From an optimization exercise on the open Yosys and OpenROAD flow, aimed at small area, a short achievable clock period and few clock cycles; shortcuts taken in it are not production practice. Only simulation tests tie the RTL to the original design; equivalence was not proved. Power figures rest on the tool's default switching activity, not on a simulated workload.

==> run a <==
## mips
module mips(input clk, reset,
            input  [31:0] instr_in, data_in,
            output [31:0] instr_addr, data_addr, data_out,
            output        data_rd_wr);
clock: 11.0 ns
lec_check: 0
cap_margin: 20
core_margin: 2
core_utilization: 40
place_density: 0.6
setup_slack_margin: 5
slew_margin: 60
run.sh (not shown) runs the stock make flow with config.mk's settings and CLKGATE_MAP_FILE= SYNTH_SCRIPT=/design/flow/synth_recipe.tcl, a recipe that flattens the netlist after the stock synthesis.
==> inputs of run b, as changes to run a <==
--- a/flow/design.v
+++ b/flow/design.v
@@ -146,17 +146,31 @@
     wire me_late  = me_load | me_mul;
     wire d_branch = d_beq | d_bne | d_jr;
     wire use_ex_rs = d_use_rs && rs_ex;
     wire use_ex_rt = d_use_rt && rt_ex;
     wire use_me_rs = d_use_rs && rs_me;
     wire use_me_rt = d_use_rt && rt_me;
-    wire st_late = ex_late && (use_ex_rs || use_ex_rt);
-    wire st_br   = d_branch && (
-                     ((use_ex_rs || use_ex_rt) && (ex_sll || d_jr)) ||
-                     (me_late && (use_me_rs || use_me_rt)));
-    assign stall = id_valid && (st_late || st_br);
+    wire [5:0] i_op = instr_in[31:26];
+    wire [5:0] i_fn = instr_in[5:0];
+    wire i_sp     = i_op == OP_SPECIAL;
+    wire i_mul    = i_op == OP_SPECIAL2 && i_fn == FN_MUL;
+    wire i_jr     = i_sp && i_fn == FN_JR;
+    wire i_br     = i_op == OP_BEQ || i_op == OP_BNE;
+    wire i_use_rs = i_op == OP_ADDIU || i_op == OP_SLTI || i_op == OP_LW || i_op == OP_SW ||
+                    i_br || (i_sp && i_fn != FN_SLL) || i_mul;
+    wire i_use_rt = i_op == OP_SW || i_br || (i_sp && i_fn != FN_JR) || i_mul;
+    wire g_use_ex = (i_use_rs && g_rs_ex) || (i_use_rt && g_rt_ex);
+    wire g_use_me = (i_use_rs && g_rs_me) || (i_use_rt && g_rt_me);
+    wire g_stall  = (g_use_ex && (d_load || d_mul)) ||
+                    ((i_br || i_jr) && ((g_use_ex && (d_sll || i_jr)) || (ex_late && g_use_me)));
+    wire s_stall  = d_branch && ex_late && (use_ex_rs || use_ex_rt);
+    reg  stall_q;
+    always @(posedge clk)
+        if (reset) stall_q <= 1'b0;
+        else       stall_q <= stall ? s_stall : g_stall;
+    assign stall = stall_q;
     wire [31:0] bk     = rs_ex ? rt_v : rs_v;
     wire [31:0] kc     = (ex_a & ex_b) | ((ex_a | ex_b) & ~bk);
     wire        eq_add = ((ex_a ^ ex_b ^ bk) == {kc[30:0], ex_cin});
     wire        lt     = (ex_a[31] == ex_b[31]) ? ex_a[31] : alu_sum31;
     wire        eq_slt = (bk[31:1] == 31'd0) && (bk[0] == lt);
     wire        eq_ex  = ex_slt ? eq_slt : eq_add;
--- a/flow/config.mk
+++ b/flow/config.mk
@@ -5,9 +5,11 @@
 export SDC_FILE = /design/flow/constraint.sdc
 export NUM_CORES = 4
 export LEC_CHECK = 0
 export CAP_MARGIN = 20
 export CORE_MARGIN = 2
 export CORE_UTILIZATION = 40
+export CTS_CLUSTER_DIAMETER = 120
+export CTS_CLUSTER_SIZE = 20
 export PLACE_DENSITY = 0.6
 export SETUP_SLACK_MARGIN = 5
 export SLEW_MARGIN = 60
==> inputs of run c, as changes to run a <==
--- a/flow/design.v
+++ b/flow/design.v
@@ -30,25 +30,28 @@
                FN_ADDU = 6'b100001, FN_SUBU = 6'b100011, FN_MUL = 6'b000010;
     localparam MB = 104;    
     wire        stall;
     wire        id_taken;
     wire [31:0] id_target;
     reg  [31:0] f_seq, f_tgt;
-    reg         f_sel;
+    reg         f_sel, f_nsel;
     wire [31:0] pc = f_sel ? f_tgt : f_seq;
+    wire [31:0] pc4 = f_nsel ? f_seq + 32'd4 : f_tgt + 32'd4;
     assign instr_addr = pc;
     reg         id_valid;
     reg  [31:0] id_instr;
     always @(posedge clk) begin
         if (reset) begin
             f_seq    <= pc_init;
             f_sel    <= 1'b0;
+            f_nsel   <= 1'b1;
             id_valid <= 1'b0;
         end else if (!stall) begin
-            f_seq    <= pc + 32'd4;
+            f_seq    <= pc4;
             f_sel    <= id_taken;
+            f_nsel   <= !id_taken;
             id_valid <= 1'b1;
         end
         if (!stall) f_tgt <= id_target;
         if (reset || !stall) id_instr <= instr_in;
     end
     wire [5:0]  op    = id_instr[31:26];
@@ -93,13 +96,13 @@
             default: ;
         endcase
         if (d_dst == 5'd0) d_wr = 1'b0;
     end
     reg        ex_wr, ex_load, ex_store, ex_mul, ex_sll, ex_slt, ex_cin;
     reg [4:0]  ex_dst, ex_sa;
-    reg [31:0] ex_a, ex_b, ex_sd;
+    reg [31:0] ex_a, ex_b, ex_sd, ex_p;
     reg        me_wr, me_load, me_store, me_mul;
     reg [4:0]  me_dst;
     reg [31:0] me_res, me_sd;
     reg        wb_wr;
     reg [4:0]  wb_dst;
     reg [31:0] wb_res;
@@ -146,20 +149,34 @@
     wire me_late  = me_load | me_mul;
     wire d_branch = d_beq | d_bne | d_jr;
     wire use_ex_rs = d_use_rs && rs_ex;
     wire use_ex_rt = d_use_rt && rt_ex;
     wire use_me_rs = d_use_rs && rs_me;
     wire use_me_rt = d_use_rt && rt_me;
-    wire st_late = ex_late && (use_ex_rs || use_ex_rt);
-    wire st_br   = d_branch && (
-                     ((use_ex_rs || use_ex_rt) && (ex_sll || d_jr)) ||
-                     (me_late && (use_me_rs || use_me_rt)));
-    assign stall = id_valid && (st_late || st_br);
+    wire [5:0] i_op = instr_in[31:26];
+    wire [5:0] i_fn = instr_in[5:0];
+    wire i_sp     = i_op == OP_SPECIAL;
+    wire i_mul    = i_op == OP_SPECIAL2 && i_fn == FN_MUL;
+    wire i_jr     = i_sp && i_fn == FN_JR;
+    wire i_br     = i_op == OP_BEQ || i_op == OP_BNE;
+    wire i_use_rs = i_op == OP_ADDIU || i_op == OP_SLTI || i_op == OP_LW || i_op == OP_SW ||
+                    i_br || (i_sp && i_fn != FN_SLL) || i_mul;
+    wire i_use_rt = i_op == OP_SW || i_br || (i_sp && i_fn != FN_JR) || i_mul;
+    wire g_use_ex = (i_use_rs && g_rs_ex) || (i_use_rt && g_rt_ex);
+    wire g_use_me = (i_use_rs && g_rs_me) || (i_use_rt && g_rt_me);
+    wire g_stall  = (g_use_ex && (d_load || d_mul)) ||
+                    ((i_br || i_jr) && ((g_use_ex && (d_sll || i_jr)) || (ex_late && g_use_me)));
+    wire s_stall  = d_branch && ex_late && (use_ex_rs || use_ex_rt);
+    reg  stall_q;
+    always @(posedge clk)
+        if (reset) stall_q <= 1'b0;
+        else       stall_q <= stall ? s_stall : g_stall;
+    assign stall = stall_q;
     wire [31:0] bk     = rs_ex ? rt_v : rs_v;
     wire [31:0] kc     = (ex_a & ex_b) | ((ex_a | ex_b) & ~bk);
-    wire        eq_add = ((ex_a ^ ex_b ^ bk) == {kc[30:0], ex_cin});
+    wire        eq_add = ((ex_p ^ bk) == {kc[30:0], ex_cin});
     wire        lt     = (ex_a[31] == ex_b[31]) ? ex_a[31] : alu_sum31;
     wire        eq_slt = (bk[31:1] == 31'd0) && (bk[0] == lt);
     wire        eq_ex  = ex_slt ? eq_slt : eq_add;
     wire        br_eq  = rs_eq_rt || ((rs_ex || rt_ex) ? eq_ex : (rs_v == rt_v));
     assign id_taken  = id_valid && (d_j || d_jr || (d_beq && br_eq) || (d_bne && !br_eq));
     assign id_target = d_jr ? rs_v :
@@ -192,12 +209,13 @@
         ex_slt <= d_slt;
         ex_cin <= d_inv;
         ex_dst <= d_dst;
         ex_sa  <= f_sa;
         ex_a   <= a_val;
         ex_b   <= b_val ^ {32{d_inv}};
+        ex_p   <= a_val ^ b_val ^ {32{d_inv}};
         ex_sd  <= rt_val;
     end
     wire [32:0] sum1 = {ex_a, 1'b1} + {ex_b, ex_cin};
     wire [31:0] sum  = sum1[32:1];
     assign alu_sum31 = sum[31];
     assign alu_y = ex_sll ? (ex_a << ex_sa) :
--- a/flow/config.mk
+++ b/flow/config.mk
@@ -5,9 +5,11 @@
 export SDC_FILE = /design/flow/constraint.sdc
 export NUM_CORES = 4
 export LEC_CHECK = 0
 export CAP_MARGIN = 20
 export CORE_MARGIN = 2
 export CORE_UTILIZATION = 40
+export CTS_CLUSTER_DIAMETER = 120
+export CTS_CLUSTER_SIZE = 20
 export PLACE_DENSITY = 0.6
 export SETUP_SLACK_MARGIN = 5
 export SLEW_MARGIN = 60
==> comparison table <==
metric                                                                           run a                 run b            run c
Result of the run                                     no timing/DRC/antenna violations  no timing/DRC/antenna violations  no timing/DRC/antenna violations
Drt initial violations                                                           16400                 17300            15700
Sum of met3 wire segment lengths after detailed routing                       67200 um              68400 um         64100 um
Post-Route Hold Slack                                                         0.358 ns              0.382 ns         0.407 ns
Global-route wire length before repair                                       578000 um             578000 um        585000 um
Worst reg2reg path startpoint                                      rs_oh[6]$_SDFF_PP0_  rt_oh[28]$_SDFF_PP0_  ex_a[1]$_DFF_P_
Number of antenna violations at the first check in global routing                   26                    17               26
Num tapcells                                                                      2805                  2821             2838
Highest cell delay on the worst timing path                                    0.57 ns               0.52 ns          0.48 ns
Post-Synth Adder-Cell Area                                                       8.53%                 8.46%            7.59%
Synthesized netlist net count                                                     8496                  8535             8652
Cell depth of the worst setup path                                                   4                     4               21
Power per standard cell area                                               206 nW/um^2           192 nW/um^2      190 nW/um^2
Testbench counts of run a, summed over its fixed seeds: cycles 101,853.
Testbench counts of run b, summed over its fixed seeds: cycles 101,853.
Testbench counts of run c, summed over its fixed seeds: cycles 101,853.

-- port drivers added, routing unchanged --
Ports are ideal in the flow. The routed layouts listed here were re-timed in OpenROAD. Step 1: set_driving_cell puts a clkbuf_16 on clk and a buf_2 on each other input, an assumption about the parent block. Step 2, shift: input delay + t, output delay - t, t = (earliest + latest rising clock arrival at the registers) / 2. This alone moves slack from input paths to output paths. Three values: ideal ports, drivers, drivers and shift; two values: the first two.
run	t (ns)	setup slack, ns	slew at the worst register clock pin (ns)
run a	0.940	5.946 / 5.856 / 6.064	0.07 / 0.07
run b	0.911	6.059 / 5.946 / 6.131	0.11 / 0.11
run c	0.895	5.352 / 5.352 / 5.352	0.10 / 0.10
After both steps every run listed still meets setup and hold.
